This is an optimization exercise on Yosys and OpenROAD, whose aim is small area, not a production implementation.
Function was checked by simulation only, so behaviour that the tests miss may differ from the original.

===== flow/flow/run.sh =====
#!/bin/bash
# Standard ORFS flow, with three changes:
#  - after the standard synthesis, flow/faflip.py removes the inverters that
#    Yosys' full-adder extraction leaves between adder cells (a full adder is
#    self-dual, so flipping an adder's polarity removes them); registers are
#    untouched;
#  - ports are buffered with buf_1;
#  - the clock tree has no dummy loads, clkbuf_8 buffers and larger clusters.
set -euo pipefail
export BUFFER_PORTS_ARGS="-buffer_cell sky130_fd_sc_hd__buf_1"
export CTS_ARGS="-sink_clustering_enable -repair_clock_nets -dont_use_dummy_load -sink_clustering_size 30 -sink_clustering_max_diameter 60 -buf_list sky130_fd_sc_hd__clkbuf_16"
bash standard.sh synth > synth.log 2>&1
R=orfs/results/sky130hd/sysArr/base
cp $R/1_2_yosys.v $R/1_2_yosys.orig.v
python3 flow/faflip.py $R/1_2_yosys.orig.v $R/1_2_yosys.v > faflip.log 2>&1
rm -f $R/1_synth.odb $R/1_synth.sdc
bash standard.sh > standard.log 2>&1

===== flow/flow/faflip.py =====
#!/usr/bin/env python3
"""Remove inverters around full-adder cells in a flat gate-level netlist.

A full adder is self-dual: FA(~a,~b,~c) = (~sum, ~cout).  Yosys' extract_fa
leaves many inverters between adder cells.  This pass removes every
inverter (each net becomes a signal plus a polarity), chooses for each
adder whether to flip its polarity so that as few signals as possible are
needed in both polarities (local search), and puts back one inverter per
signal that still needs its complement.  Registers are never touched.

usage: faflip2.py in.v out.v [seed]"""
import re, sys, random
from collections import defaultdict

INV = "sky130_fd_sc_hd__inv_1"
INV_TYPES = {"sky130_fd_sc_hd__inv_1", "sky130_fd_sc_hd__inv_2", "sky130_fd_sc_hd__clkinv_1"}
FA_TYPES = {"sky130_fd_sc_hd__fa_1", "sky130_fd_sc_hd__fa_2", "sky130_fd_sc_hd__fa_4"}
OUT_PINS = {"X", "Y", "Q", "Q_N", "SUM", "COUT", "HI", "LO"}
FA_IN = ("A", "B", "CIN")
# gates whose output polarity can be swapped by changing the cell type
SWAP = {}
for a, b in (("and2_1", "nand2_1"), ("or2_1", "nor2_1"), ("xor2_1", "xnor2_1"),
             ("a21o_1", "a21oi_1"), ("o21a_1", "o21ai_1"), ("and3_1", "nand3_1"),
             ("or3_1", "nor3_1"), ("and2_0", "nand2_1"), ("or2_0", "nor2_1")):
    SWAP["sky130_fd_sc_hd__" + a] = "sky130_fd_sc_hd__" + b
    SWAP.setdefault("sky130_fd_sc_hd__" + b, "sky130_fd_sc_hd__" + a)
FA_OUT = ("SUM", "COUT")

src = open(sys.argv[1]).read()
seed = int(sys.argv[3]) if len(sys.argv) > 3 else 1
inst_re = re.compile(r'^(\s*)(sky130_fd_sc_hd__\w+)\s+(\S+)\s*\((.*?)\);\n', re.S | re.M)
pin_re = re.compile(r'\.(\w+)\((.*?)\)\s*(?:,|$)', re.S)

cells = {}
order = []
ms = list(inst_re.finditer(src))
for m in ms:
    typ, name, body = m.group(2), m.group(3), m.group(4)
    pins = {p: n.strip() for p, n in pin_re.findall(body)}
    cells[name] = [typ, pins]
    order.append(name)
head, tail = src[:ms[0].start()], src[ms[-1].end():]

driver = {}
for c, (t, pins) in cells.items():
    for p, n in pins.items():
        if p in OUT_PINS: driver[n] = (c, p)

# canonical signal of each net: follow inverter chains back to a non-inverter
def canon(n):
    pol = 0
    seen = 0
    while True:
        d = driver.get(n)
        if d and cells[d[0]][0] in INV_TYPES and seen < 100:
            n = cells[d[0]][1]["A"]; pol ^= 1; seen += 1
        else:
            return n, pol
invs = [c for c in cells if cells[c][0] in INV_TYPES]
ninv0 = len(invs)
# sinks of each canonical signal: (cell, pin, polarity wanted relative to signal)
sig_sinks = defaultdict(list)
# also nets that are module outputs/ports driven through an inverter: keep as sinks
port_nets = set(re.findall(r'\boutput\s+(?:\[[^\]]*\]\s*)?([^;]+);', head))
outs = set()
for decl in port_nets:
    for x in decl.split(','):
        outs.add(x.strip())
for c, (t, pins) in cells.items():
    if t in INV_TYPES: continue
    for p, n in pins.items():
        if p in OUT_PINS: continue
        s, pol = canon(n)
        sig_sinks[s].append((c, p, pol))
# inverter outputs that are (parts of) ports or feed assigns: keep those inverters
keep_inv = set()
for c in invs:
    y = cells[c][1]["Y"]
    base = y.split('[')[0].strip()
    if base in outs or y in outs:
        keep_inv.add(c)
if re.search(r'\bassign\b', tail) or re.search(r'\bassign\b', head):
    # nets used in assigns: keep inverters driving them
    txt = head + tail
    for c in invs:
        if re.search(re.escape(cells[c][1]["Y"]) + r'\b', txt.split('endmodule')[0][len(head):] if False else ''):
            keep_inv.add(c)
for c in keep_inv:
    s, pol = canon(cells[c][1]["A"])
    sig_sinks[s].append((c, "A", pol))

fas = [c for c in cells if cells[c][0] in FA_TYPES]
fa_idx = {c: i for i, c in enumerate(fas)}
flip = [0] * len(fas)
# signal driven by FA output -> FA index
sig_drv_fa = {}
for c in fas:
    for p in FA_OUT:
        sig_drv_fa[cells[c][1][p]] = fa_idx[c]
def sink_pol(c, p, pol):
    i = fa_idx.get(c)
    if i is not None and p in FA_IN:
        return pol ^ flip[i]
    return pol
def drv_pol(s):
    i = sig_drv_fa.get(s)
    return flip[i] if i is not None else 0
def swappable(s):
    d = driver.get(s)
    return d is not None and cells[d[0]][0] in SWAP
AREA = {"and2_1": 6.256, "nand2_1": 3.754, "or2_1": 6.256, "nor2_1": 3.754,
        "xor2_1": 8.758, "xnor2_1": 8.758, "a21o_1": 7.507, "a21oi_1": 5.005,
        "o21a_1": 7.507, "o21ai_1": 5.005, "and3_1": 6.256, "nand3_1": 5.005,
        "or3_1": 6.256, "nor3_1": 5.005, "and2_0": 6.256}
def area(t): return AREA.get(t.split("__")[-1], 6.0)
INV_A = 3.754
def swap_choice(s, lst):
    """(cost, polarity the swappable driver should give)"""
    t = cells[driver[s][0]][0]
    a = {0: area(t), 1: area(SWAP[t])}
    ps = set(sink_pol(c, p, pol) for c, p, pol in lst)
    if len(ps) == 1:
        q = ps.pop(); return a[q], q
    q = 0 if a[0] <= a[1] else 1
    return a[q] + (INV_A if ps else 0), q
def cost(s):
    lst = sig_sinks.get(s, ())
    if swappable(s):
        return swap_choice(s, lst)[0]
    dp = drv_pol(s)
    for c, p, pol in lst:
        if sink_pol(c, p, pol) != dp: return INV_A
    return 0
# signals touched by each FA
touch = []
for c in fas:
    ss = set(cells[c][1][p] for p in FA_OUT)
    for p in FA_IN:
        ss.add(canon(cells[c][1][p])[0])
    touch.append(list(ss))
allsig = set(sig_sinks) | set(sig_drv_fa)
total = sum(cost(s) for s in allsig)
sys.stderr.write(f"faflip2: inverters {ninv0}, signals needing a complement {total}\n")
import sys as _s
_s.setrecursionlimit(1000000)
par = list(range(len(fas))); rel = [0] * len(fas)
def find(x):
    if par[x] == x: return x, 0
    r, p = find(par[x]); par[x] = r; rel[x] ^= p; return r, rel[x]
for c in fas:
    for p in FA_IN:
        s_, pol = canon(cells[c][1][p])
        u = sig_drv_fa.get(s_)
        if u is None: continue
        v = fa_idx[c]
        ru, pu = find(u); rv, pv = find(v)
        if ru != rv:
            par[ru] = rv; rel[ru] = pu ^ pv ^ pol
groups = defaultdict(list)
for i in range(len(fas)):
    r, p = find(i)
    groups[r].append((i, p))
for r, mem in groups.items():
    best_c = None
    for base in (0, 1):
        for i, p in mem: flip[i] = base ^ p
        sigs = set()
        for i, p in mem: sigs.update(touch[i])
        cst = sum(cost(x) for x in sigs)
        if best_c is None or cst < best_c[0]: best_c = (cst, base)
    for i, p in mem: flip[i] = best_c[1] ^ p
best_flip = flip[:]
total = sum(cost(x) for x in allsig)
best = total
rng = random.Random(seed)
T = 0.5
for it in range(300000):
    i = rng.randrange(len(fas))
    before = sum(cost(x) for x in touch[i])
    flip[i] ^= 1
    after = sum(cost(x) for x in touch[i])
    d = after - before
    if d <= 0 or rng.random() < pow(2.718, -d / (T * INV_A)):
        total += d
        if total < best:
            best = total; best_flip = flip[:]
    else:
        flip[i] ^= 1
    T = max(0.02, T * 0.99998)
flip[:] = best_flip
total = sum(cost(s) for s in allsig)
sys.stderr.write(f"faflip2: after search {total}\n")

# rebuild: delete all inverters except kept ones, re-add one per signal needing it
for c in invs:
    if c not in keep_inv: del cells[c]
new_nets = []
k = [0]
def fresh(prefix):
    k[0] += 1
    n = f"_faflip_{prefix}{k[0]}_"
    return n
# FA outputs: flipped FA drives a new net carrying ~signal
sig_net = {}    # signal -> {pol: net}
for s in allsig:
    sig_net[s] = {}
for c in fas:
    i = fa_idx[c]
    for p in FA_OUT:
        s = cells[c][1][p]
        if flip[i]:
            nn = fresh("n"); new_nets.append(nn)
            cells[c][1][p] = nn
            sig_net[s][1] = nn
        else:
            sig_net[s][0] = s
for s in allsig:
    if s not in sig_drv_fa:
        if swappable(s) and swap_choice(s, sig_sinks.get(s, ()))[1] == 1:
            d = driver[s]
            cells[d[0]][0] = SWAP[cells[d[0]][0]]
            nn = fresh("n"); new_nets.append(nn)
            del cells[d[0]][1][d[1]]
            # inverting cells name their output Y, the others X
            cells[d[0]][1]["Y" if d[1] == "X" else "X"] = nn
            sig_net[s][1] = nn
        else:
            sig_net[s][0] = s
def net_for(s, want):
    d = sig_net[s]
    if want in d: return d[want]
    have = next(iter(d))
    if want == 0:
        y = s  # the signal's own name is free (its driver was flipped)
    else:
        y = fresh("n"); new_nets.append(y)
    ic = fresh("i")
    cells[ic] = [INV, {"A": d[have], "Y": y}]
    order.append(ic)
    d[want] = y
    return y
for s, lst in sig_sinks.items():
    for c, p, pol in lst:
        if c not in cells: continue
        want = sink_pol(c, p, pol)
        cells[c][1][p] = net_for(s, want)
ninv1 = sum(1 for c in cells if cells[c][0] in INV_TYPES)
sys.stderr.write(f"faflip2: inverters {ninv0} -> {ninv1}\n")

wires = "".join(f"  wire {n};\n" for n in new_nets)
m = re.search(r'\n(\s*wire\b[^\n]*\n)', head)
head2 = head[:m.end()] + wires + head[m.end():] if m else head
out = [head2]
for c in order:
    if c not in cells: continue
    t, pins = cells[c]
    body = ",\n".join(f"    .{p}({n}{' ' if n.startswith(chr(92)) else ''})" for p, n in pins.items())
    out.append(f"  {t} {c}{' ' if c.startswith(chr(92)) else ''} (\n{body}\n  );\n")
out.append(tail)
open(sys.argv[2], "w").write("".join(out))

===== flow/standard.sh =====
#!/bin/bash
# synth_recipe.tcl (not shown) runs the flow's synth.tcl, then flattens the netlist and writes it again
# the make line also repeats each setting of config.mk as NAME=value (left out here)
make -C /OpenROAD-flow-scripts/flow DESIGN_CONFIG=/design/flow/config.mk WORK_HOME=/design/flow/orfs CLKGATE_MAP_FILE= SYNTH_SCRIPT=/design/flow/synth_recipe.tcl "${@:-finish}"

===== flow/config.mk =====
export PLATFORM = sky130hd
export DESIGN_NAME = sysArr
export DESIGN_NICKNAME = sysArr
export VERILOG_FILES = /design/flow/design.v
export SDC_FILE = /design/flow/constraint.sdc
export NUM_CORES = 8
export LEC_CHECK = 0
export CAP_MARGIN = 20
export CORE_MARGIN = 2
export CORE_UTILIZATION = 65
export SLEW_MARGIN = 20

===== flow/constraint.sdc =====
create_clock -name core_clock -period 6.0 [get_ports {clk}]
set_input_delay 1.2000 -clock core_clock [delete_from_list [all_inputs] [get_ports {clk}]]
set_output_delay 1.2000 -clock core_clock [all_outputs]
set_load 0.01 [all_outputs]

===== flow/design.v =====
module sysArr #(parameter COL = 16, bit_width = 8, acc_width = 16 ,data_width = 8 * COL,
   weight_width = 8 * COL, sum_width = 16 * COL)
(
    input clk,
    input active,
    input [data_width-1:0] datain,  
    input [weight_width-1:0] win,  
    input [sum_width-1:0] sumin,
    input [COL-1:0] wwrite,
    output wire [sum_width-1:0] maccout,
    output wire [COL-1:0] wwriteout,
    output wire [COL-1:0] activeout,
    output [data_width-1:0] dataout
);
    reg [2*COL-2:0] act_d;
    always @(posedge clk) act_d <= {act_d[2*COL-3:0], active};
    assign activeout = act_d[2*COL-2:COL-1];
    reg  [11:0] tr;
    wire [7:0]  x15 = datain[8*(COL-1) +: 8];
    wire [11:0] s_now = tr + {4'd0, x15};
    reg [11:0] s_d [0:COL-2];
    genvar r, c, k;
    generate
        wire [11:0] tap [0:COL-2];
        for (r = 0; r < COL; r = r + 1) begin : row
            reg [7:0] dd [0:COL-2];    
            reg [7:0] dout;
            always @(posedge clk) begin
                dd[0] <= datain[8*r +: 8];
                if (act_d[COL-2+r]) dout <= dd[COL-2];
            end
            for (k = 1; k < COL-1; k = k + 1) begin : sh
                always @(posedge clk) dd[k] <= dd[k-1];
            end
            assign dataout[8*r +: 8] = dout;
            if (r == COL-2) begin : nx_in
                assign tap[r] = {4'd0, datain[8*r +: 8]};
            end else if (r < COL-2) begin : nx_reg
                assign tap[r] = {4'd0, dd[COL-3-r]};
            end
        end
        wire [11:0] part [0:COL-2];
        assign part[0] = tap[0];
        for (r = 1; r < COL-1; r = r + 1) begin : psum
            assign part[r] = part[r-1] + tap[r];
        end
        always @(posedge clk) tr <= part[COL-2];
        always @(posedge clk) s_d[0] <= s_now;
        for (k = 1; k < COL-1; k = k + 1) begin : sdl
            always @(posedge clk) s_d[k] <= s_d[k-1];
        end
        for (c = 0; c < COL; c = c + 1) begin : col
            reg [COL-1:0] wwr;         
            reg [7:0] w0;              
            reg [7:0] wd [0:COL-2];    
            reg [15:0] acc;
            wire [15:0] prod;
            if (c == 0) begin : c0
                assign prod = wd[COL-2] * tr + wd[COL-2] * x15;
            end else begin : cn
                mul12x8 u_mul(.a(s_d[c-1]), .b(wd[COL-2]), .p(prod));
            end
            always @(posedge clk) begin
                wwr <= {wwr[COL-2:0], wwrite[c]};
                if (wwrite[c] | wwr[0]) w0 <= win[8*c +: 8];
                wd[0] <= w0;
                if (act_d[COL-2+c]) acc <= prod;
            end
            for (k = 1; k < COL-1; k = k + 1) begin : sh
                always @(posedge clk) wd[k] <= wd[k-1];
            end
            assign wwriteout[c] = wwr[COL-1];
            assign maccout[16*c +: 16] = acc;
        end
    endgenerate
endmodule
module mul12x8(input [11:0] a, input [7:0] b, output [15:0] p);
    wire n1 = (a[0] & b[2]) ^ (a[1] & b[1]) ^ (a[2] & b[0]);
    wire n2 = ((a[0] & b[2]) & (a[1] & b[1])) | ((a[2] & b[0]) & ((a[0] & b[2]) ^ (a[1] & b[1])));
    wire n3 = (a[0] & b[3]) ^ (a[1] & b[2]) ^ (a[2] & b[1]);
    wire n4 = ((a[0] & b[3]) & (a[1] & b[2])) | ((a[2] & b[1]) & ((a[0] & b[3]) ^ (a[1] & b[2])));
    wire n5 = (a[3] & b[0]) ^ n2 ^ n3;
    wire n6 = ((a[3] & b[0]) & n2) | (n3 & ((a[3] & b[0]) ^ n2));
    wire n7 = (a[0] & b[4]) ^ (a[1] & b[3]) ^ (a[2] & b[2]);
    wire n8 = ((a[0] & b[4]) & (a[1] & b[3])) | ((a[2] & b[2]) & ((a[0] & b[4]) ^ (a[1] & b[3])));
    wire n9 = (a[3] & b[1]) ^ (a[4] & b[0]) ^ n4;
    wire n10 = ((a[3] & b[1]) & (a[4] & b[0])) | (n4 & ((a[3] & b[1]) ^ (a[4] & b[0])));
    wire n11 = n7 ^ n9 ^ n6;
    wire n12 = (n7 & n9) | (n6 & (n7 ^ n9));
    wire n13 = (a[0] & b[5]) ^ (a[1] & b[4]) ^ (a[2] & b[3]);
    wire n14 = ((a[0] & b[5]) & (a[1] & b[4])) | ((a[2] & b[3]) & ((a[0] & b[5]) ^ (a[1] & b[4])));
    wire n15 = (a[3] & b[2]) ^ (a[4] & b[1]) ^ (a[5] & b[0]);
    wire n16 = ((a[3] & b[2]) & (a[4] & b[1])) | ((a[5] & b[0]) & ((a[3] & b[2]) ^ (a[4] & b[1])));
    wire n17 = n8 ^ n13 ^ n15;
    wire n18 = (n8 & n13) | (n15 & (n8 ^ n13));
    wire n19 = n10 ^ n17 ^ n12;
    wire n20 = (n10 & n17) | (n12 & (n10 ^ n17));
    wire n21 = (a[0] & b[6]) ^ (a[1] & b[5]) ^ (a[2] & b[4]);
    wire n22 = ((a[0] & b[6]) & (a[1] & b[5])) | ((a[2] & b[4]) & ((a[0] & b[6]) ^ (a[1] & b[5])));
    wire n23 = (a[3] & b[3]) ^ (a[4] & b[2]) ^ (a[5] & b[1]);
    wire n24 = ((a[3] & b[3]) & (a[4] & b[2])) | ((a[5] & b[1]) & ((a[3] & b[3]) ^ (a[4] & b[2])));
    wire n25 = (a[6] & b[0]) ^ n14 ^ n16;
    wire n26 = ((a[6] & b[0]) & n14) | (n16 & ((a[6] & b[0]) ^ n14));
    wire n27 = n21 ^ n23 ^ n18;
    wire n28 = (n21 & n23) | (n18 & (n21 ^ n23));
    wire n29 = n25 ^ n27 ^ n20;
    wire n30 = (n25 & n27) | (n20 & (n25 ^ n27));
    wire n31 = (a[0] & b[7]) ^ (a[1] & b[6]) ^ (a[2] & b[5]);
    wire n32 = ((a[0] & b[7]) & (a[1] & b[6])) | ((a[2] & b[5]) & ((a[0] & b[7]) ^ (a[1] & b[6])));
    wire n33 = (a[3] & b[4]) ^ (a[4] & b[3]) ^ (a[5] & b[2]);
    wire n34 = ((a[3] & b[4]) & (a[4] & b[3])) | ((a[5] & b[2]) & ((a[3] & b[4]) ^ (a[4] & b[3])));
    wire n35 = (a[6] & b[1]) ^ (a[7] & b[0]) ^ n22;
    wire n36 = ((a[6] & b[1]) & (a[7] & b[0])) | (n22 & ((a[6] & b[1]) ^ (a[7] & b[0])));
    wire n37 = n24 ^ n31 ^ n33;
    wire n38 = (n24 & n31) | (n33 & (n24 ^ n31));
    wire n39 = n35 ^ n26 ^ n37;
    wire n40 = (n35 & n26) | (n37 & (n35 ^ n26));
    wire n41 = n28 ^ n39 ^ n30;
    wire n42 = (n28 & n39) | (n30 & (n28 ^ n39));
    wire n43 = (a[1] & b[7]) ^ (a[2] & b[6]) ^ (a[3] & b[5]);
    wire n44 = ((a[1] & b[7]) & (a[2] & b[6])) | ((a[3] & b[5]) & ((a[1] & b[7]) ^ (a[2] & b[6])));
    wire n45 = (a[4] & b[4]) ^ (a[5] & b[3]) ^ (a[6] & b[2]);
    wire n46 = ((a[4] & b[4]) & (a[5] & b[3])) | ((a[6] & b[2]) & ((a[4] & b[4]) ^ (a[5] & b[3])));
    wire n47 = (a[7] & b[1]) ^ (a[8] & b[0]) ^ n32;
    wire n48 = ((a[7] & b[1]) & (a[8] & b[0])) | (n32 & ((a[7] & b[1]) ^ (a[8] & b[0])));
    wire n49 = n34 ^ n43 ^ n45;
    wire n50 = (n34 & n43) | (n45 & (n34 ^ n43));
    wire n51 = n36 ^ n47 ^ n38;
    wire n52 = (n36 & n47) | (n38 & (n36 ^ n47));
    wire n53 = n49 ^ n51 ^ n40;
    wire n54 = (n49 & n51) | (n40 & (n49 ^ n51));
    wire n55 = (a[2] & b[7]) ^ (a[3] & b[6]) ^ (a[4] & b[5]);
    wire n56 = ((a[2] & b[7]) & (a[3] & b[6])) | ((a[4] & b[5]) & ((a[2] & b[7]) ^ (a[3] & b[6])));
    wire n57 = (a[5] & b[4]) ^ (a[6] & b[3]) ^ (a[7] & b[2]);
    wire n58 = ((a[5] & b[4]) & (a[6] & b[3])) | ((a[7] & b[2]) & ((a[5] & b[4]) ^ (a[6] & b[3])));
    wire n59 = (a[8] & b[1]) ^ (a[9] & b[0]) ^ n44;
    wire n60 = ((a[8] & b[1]) & (a[9] & b[0])) | (n44 & ((a[8] & b[1]) ^ (a[9] & b[0])));
    wire n61 = n46 ^ n55 ^ n57;
    wire n62 = (n46 & n55) | (n57 & (n46 ^ n55));
    wire n63 = n48 ^ n59 ^ n50;
    wire n64 = (n48 & n59) | (n50 & (n48 ^ n59));
    wire n65 = n61 ^ n52 ^ n63;
    wire n66 = (n61 & n52) | (n63 & (n61 ^ n52));
    wire n67 = (a[3] & b[7]) ^ (a[4] & b[6]) ^ (a[5] & b[5]);
    wire n68 = ((a[3] & b[7]) & (a[4] & b[6])) | ((a[5] & b[5]) & ((a[3] & b[7]) ^ (a[4] & b[6])));
    wire n69 = (a[6] & b[4]) ^ (a[7] & b[3]) ^ (a[8] & b[2]);
    wire n70 = ((a[6] & b[4]) & (a[7] & b[3])) | ((a[8] & b[2]) & ((a[6] & b[4]) ^ (a[7] & b[3])));
    wire n71 = (a[9] & b[1]) ^ (a[10] & b[0]) ^ n56;
    wire n72 = ((a[9] & b[1]) & (a[10] & b[0])) | (n56 & ((a[9] & b[1]) ^ (a[10] & b[0])));
    wire n73 = n58 ^ n67 ^ n69;
    wire n74 = (n58 & n67) | (n69 & (n58 ^ n67));
    wire n75 = n60 ^ n71 ^ n62;
    wire n76 = (n60 & n71) | (n62 & (n60 ^ n71));
    wire n77 = n73 ^ n64 ^ n75;
    wire n78 = (n73 & n64) | (n75 & (n73 ^ n64));
    wire n79 = (a[4] & b[7]) ^ (a[5] & b[6]) ^ (a[6] & b[5]);
    wire n80 = ((a[4] & b[7]) & (a[5] & b[6])) | ((a[6] & b[5]) & ((a[4] & b[7]) ^ (a[5] & b[6])));
    wire n81 = (a[7] & b[4]) ^ (a[8] & b[3]) ^ (a[9] & b[2]);
    wire n82 = ((a[7] & b[4]) & (a[8] & b[3])) | ((a[9] & b[2]) & ((a[7] & b[4]) ^ (a[8] & b[3])));
    wire n83 = (a[10] & b[1]) ^ (a[11] & b[0]) ^ n68;
    wire n84 = ((a[10] & b[1]) & (a[11] & b[0])) | (n68 & ((a[10] & b[1]) ^ (a[11] & b[0])));
    wire n85 = n70 ^ n79 ^ n81;
    wire n86 = (n70 & n79) | (n81 & (n70 ^ n79));
    wire n87 = n72 ^ n83 ^ n74;
    wire n88 = (n72 & n83) | (n74 & (n72 ^ n83));
    wire n89 = n85 ^ n76 ^ n87;
    wire n90 = (n85 & n76) | (n87 & (n85 ^ n76));
    wire n91 = (a[5] & b[7]) ^ (a[6] & b[6]) ^ (a[7] & b[5]);
    wire n92 = ((a[5] & b[7]) & (a[6] & b[6])) | ((a[7] & b[5]) & ((a[5] & b[7]) ^ (a[6] & b[6])));
    wire n93 = (a[8] & b[4]) ^ (a[9] & b[3]) ^ (a[10] & b[2]);
    wire n94 = ((a[8] & b[4]) & (a[9] & b[3])) | ((a[10] & b[2]) & ((a[8] & b[4]) ^ (a[9] & b[3])));
    wire n95 = (a[11] & b[1]) ^ n80 ^ n82;
    wire n96 = ((a[11] & b[1]) & n80) | (n82 & ((a[11] & b[1]) ^ n80));
    wire n97 = n91 ^ n93 ^ n84;
    wire n98 = (n91 & n93) | (n84 & (n91 ^ n93));
    wire n99 = n86 ^ n95 ^ n97;
    wire n100 = (n86 & n95) | (n97 & (n86 ^ n95));
    wire n101 = n88 ^ n99 ^ n90;
    wire n102 = (n88 & n99) | (n90 & (n88 ^ n99));
    wire n103 = (a[6] & b[7]) ^ (a[7] & b[6]) ^ (a[8] & b[5]);
    wire n104 = ((a[6] & b[7]) & (a[7] & b[6])) | ((a[8] & b[5]) & ((a[6] & b[7]) ^ (a[7] & b[6])));
    wire n105 = (a[9] & b[4]) ^ (a[10] & b[3]) ^ (a[11] & b[2]);
    wire n106 = ((a[9] & b[4]) & (a[10] & b[3])) | ((a[11] & b[2]) & ((a[9] & b[4]) ^ (a[10] & b[3])));
    wire n107 = n92 ^ n94 ^ n103;
    wire n108 = (n92 & n94) | (n103 & (n92 ^ n94));
    wire n109 = n105 ^ n96 ^ n107;
    wire n110 = (n105 & n96) | (n107 & (n105 ^ n96));
    wire n111 = n98 ^ n109 ^ n100;
    wire n112 = (n98 & n109) | (n100 & (n98 ^ n109));
    wire n113 = (a[7] & b[7]) ^ (a[8] & b[6]) ^ (a[9] & b[5]);
    wire n114 = ((a[7] & b[7]) & (a[8] & b[6])) | ((a[9] & b[5]) & ((a[7] & b[7]) ^ (a[8] & b[6])));
    wire n115 = (a[10] & b[4]) ^ (a[11] & b[3]) ^ n104;
    wire n116 = ((a[10] & b[4]) & (a[11] & b[3])) | (n104 & ((a[10] & b[4]) ^ (a[11] & b[3])));
    wire n117 = n106 ^ n113 ^ n115;
    wire n118 = (n106 & n113) | (n115 & (n106 ^ n113));
    wire n119 = n108 ^ n117 ^ n110;
    wire n120 = (n108 & n117) | (n110 & (n108 ^ n117));
    wire n121 = (a[8] & b[7]) ^ (a[9] & b[6]) ^ (a[10] & b[5]);
    wire n122 = (a[11] & b[4]) ^ n114 ^ n121;
    wire n123 = n116 ^ n122 ^ n118;
    wire n124 = (a[0] & b[1]) ^ (a[1] & b[0]);
    wire n125 = (a[0] & b[1]) & (a[1] & b[0]);
    wire n126 = n1 ^ n125;
    wire n127 = n1 & n125;
    wire n128 = n5 ^ n127;
    wire n129 = n5 & n127;
    wire n130 = n11 ^ n129;
    wire n131 = n11 & n129;
    wire n132 = n19 ^ n131;
    wire n133 = n19 & n131;
    wire n134 = n29 ^ n133;
    wire n135 = n29 & n133;
    wire n136 = n41 ^ n135;
    wire n137 = n41 & n135;
    wire n138 = n53 ^ n42 ^ n137;
    wire n139 = (n53 & n42) | (n137 & (n53 ^ n42));
    wire n140 = n54 ^ n65 ^ n139;
    wire n141 = (n54 & n65) | (n139 & (n54 ^ n65));
    wire [5:0] ra = {n120, n112, n102, n101, n78, n66};
    wire [5:0] rb = {n123, n119, n111, 1'b0, n89, n77};
    wire [5:0] hi = ra + rb + n141;
    assign p = {hi, n140, n138, n136, n134, n132, n130, n128, n126, n124, (a[0] & b[0])};
endmodule

==> results.sh <==
export IMPL_critPathKind="flip-flop to flip-flop"
export IMPL_critical_path_cell_chain="buf_4 -> nand2_1 -> fa_1 -> fa_1 -> fa_1 -> inv_1 -> fa_1 -> fa_1 -> fa_1 -> ha_1 -> nand2_1 -> a32o_1 -> a31oi_1 -> a31oi_1 -> xnor2_1"
export IMPL_syn_num_nets=10600
export IMPL_outcome="timing/DRC/antenna clean"
export IMPL_rrSetupSlack_ps=260
export IMPL_dieArea_sq_um=218000
export IMPL_core_area_sq_um=213000
export IMPL_cts_sinks=4831
export IMPL_drv_slew=0
export IMPL_final_cell_mix="dfxtp_1, nand2_1, fa_1, buf_1, edfxtp_1"
export IMPL_hold_viol_final=0
export IMPL_die_h_um=467
export IMPL_fin_hold_ws_ps=258
export IMPL_die_w_um=467
export IMPL_root_buffer="clkbuf_16"
export IMPL_cts_tree="done"
export IMPL_vias=60500
export IMPL_hpwl_um=178000
export IMPL_start_util_pct=65.6
export IMPL_rr_startpoint="col[0].wd[14][4]$_DFF_P_"
export IMPL_r2r_end="col[0].acc[15]$_DFFE_PP_"
export IMPL_crit_end="col[0].acc[15]$_DFFE_PP_"
export IMPL_syn2layout_area_growth_pct=8.65
export IMPL_critPathMaxStageDelay_ps=720
export IMPL_ant_nets=0
export IMPL_max_cap_viol_count=0
export IMPL_fin_skew_ps=84.1
export IMPL_antenna_found_initial=19
export IMPL_routed_wl_um=242000
export IMPL_htree_num_levels=4
export IMPL_hp_class="flip-flop to flip-flop"
export IMPL_syn_area_per_cell_sq_um=16.0
export IMPL_cts_setup_buffers=0
export IMPL_cp_arrival_ps=6270
export IMPL_dr_pass1_iters=8
export IMPL_avgViaCountPerCell=4.87
export IMPL_wl_per_cell_um=19.5
export IMPL_drt_initial_drc_count=3653
export IMPL_crit_family="adder cells"
export IMPL_nFillCells=13900
export IMPL_crit_top_cell="fa_1"
export IMPL_synth_area_sq_um=139000
export IMPL_crit_slowest_cell="dfxtp_1"
export IMPL_cp_num_buf_inv=2
export IMPL_gp_congestion=0.903
export IMPL_finalCritPeriodShare_pct=95.7
export IMPL_rsz0062_at_grt="false"
export IMPL_nets=11500
export IMPL_cts_buffer_depth=3
export IMPL_cp_num_cells=15
export IMPL_grt_max_degree=31
export IMPL_grt_pass1_wl_um=370000
export IMPL_required_ps=6530
export IMPL_cp_start_kind="flip-flop"
export IMPL_fin_crit_ps=5740
export IMPL_drc=0
export IMPL_worst_pin_slew_ps=1130
export IMPL_reg2reg_depth=15
export IMPL_whs_path_depth=0
export IMPL_cp_end_kind="flip-flop"
export IMPL_grt_usage_pct=22.7
export IMPL_relSlewSlack_pct=24.8
export IMPL_overflow=0
export IMPL_utilization_pct=71.3
export IMPL_finalSetupViolations=0
export IMPL_drive_above_1_share_pct=4.75
export IMPL_cts_buffers=210
export IMPL_syn_inst=8684
export IMPL_final_common_cell="dfxtp_1"
export IMPL_row_count=169
export IMPL_clk_pin_slew_ps=100
export IMPL_grt_pass1_vias=63800
export IMPL_clk_insertion_delay_late_ps=870
export IMPL_pin_count=946
export IMPL_max_freq_mhz=174
export IMPL_synth_warnings=67
export IMPL_critPathLaunch="col[0].wd[14][4]$_DFF_P_"
export IMPL_portBuffers=689
export IMPL_critPathMaxFanout=12
-- final cells by class --
| class | count | area, sq um | area share (%) |
|---|---|---|---|
| clock buffer | 210 | 5260 | 3.47 |
| antenna | 10 | 25.0 | 0.0165 |
| sequential | 4831 | 102000 | 67.3 |
| multi-input combinational | 3317 | 35400 | 23.4 |
| timing repair buffer | 885 | 4080 | 2.70 |
| tap | 2821 | 3530 | 2.33 |
| inverter | 336 | 1260 | 0.833 |
-- per-stage QoR --
stage / setup TNS [ps] / area [sq um] / setup slack, ps / cells
final: 0 / 151000 / 260 / 12400
after global routing: 0 / 151000 / 27.2 / 12400
after CTS: 0 / 151000 / 67.8 / 12400
after detailed placement: -2260 / 146000 / -381 / 12200
after global placement: -2130 / 146000 / -383 / 12200
after floorplan: 0 / 139000 / 181 / 8684
-- registers in the layout, summed over array words and instances (netlist names) --
register and count:
col.wwr 256, col.acc 256, act_d 31, tr 12, col.w0 128, row.dd 1920
s_d 180, row.dout 128, col.wd 1920
-- what timing repair did --
| item | 4_1_cts | 5_1_grt |
|---|---|---|
| endpoints found under the setup margin | 0 | 7 |
| gates resized for setup | 0 | 7 |
| hold buffers | 0 | 0 |
-- worst min-delay path by stage --
stage	startpoint	slack [ps]	end
final	col[13].wd[10][5]$_DFF_P_	260	col[13].wd[11][5]$_DFF_P_
after CTS	col[13].wd[10][5]$_DFF_P_	260	col[13].wd[11][5]$_DFF_P_
after global placement	col[13].wwr[3]$_DFF_P_	310	col[13].wwr[4]$_DFF_P_
after detailed placement	col[14].wd[6][1]$_DFF_P_	310	col[14].wd[7][1]$_DFF_P_
after floorplan	act_d[9]$_DFF_P_	310	act_d[10]$_DFF_P_
after global routing	col[13].wd[10][5]$_DFF_P_	250	col[13].wd[11][5]$_DFF_P_
-- routing by layer --
layer | track usage (%) | part of all wire (%)
met1 | 31.1 | 43
met2 | 37.7 | 49
met3 | 3.62 | 5.3
met4 | 6.84 | 3.0
met5 | 0 | 0.0041

[port drivers added, routing unchanged]
The results above use ideal ports. As a check the final layout listed here was re-extracted and re-timed, cells and wires unchanged. Step 1 sets driving cells, clkbuf_16 on the clock port and buf_2 on the other inputs (assumed; they add their load-dependent delay and slew). Step 2 moves the port delays by t, midway between the first and last clock arrival at a register: inputs arrive t later, outputs are due t later. That takes back most of the time a late clock gives input paths. a / b / c = ideal ports / drivers / drivers and shift; a / b = the first two.
t (ns): 0.923
setup slack, ns: 0.260 / 0.260 / -0.446
hold slack, ns: 0.258 / 0.258 / 0.258
slew at the worst register clock pin (ns): 0.11 / 0.11
Met with ideal ports but missed after step 2: setup timing in this run. The setup slack of this run moves by 0.000 ns with the drivers and by -0.706 ns with both steps.
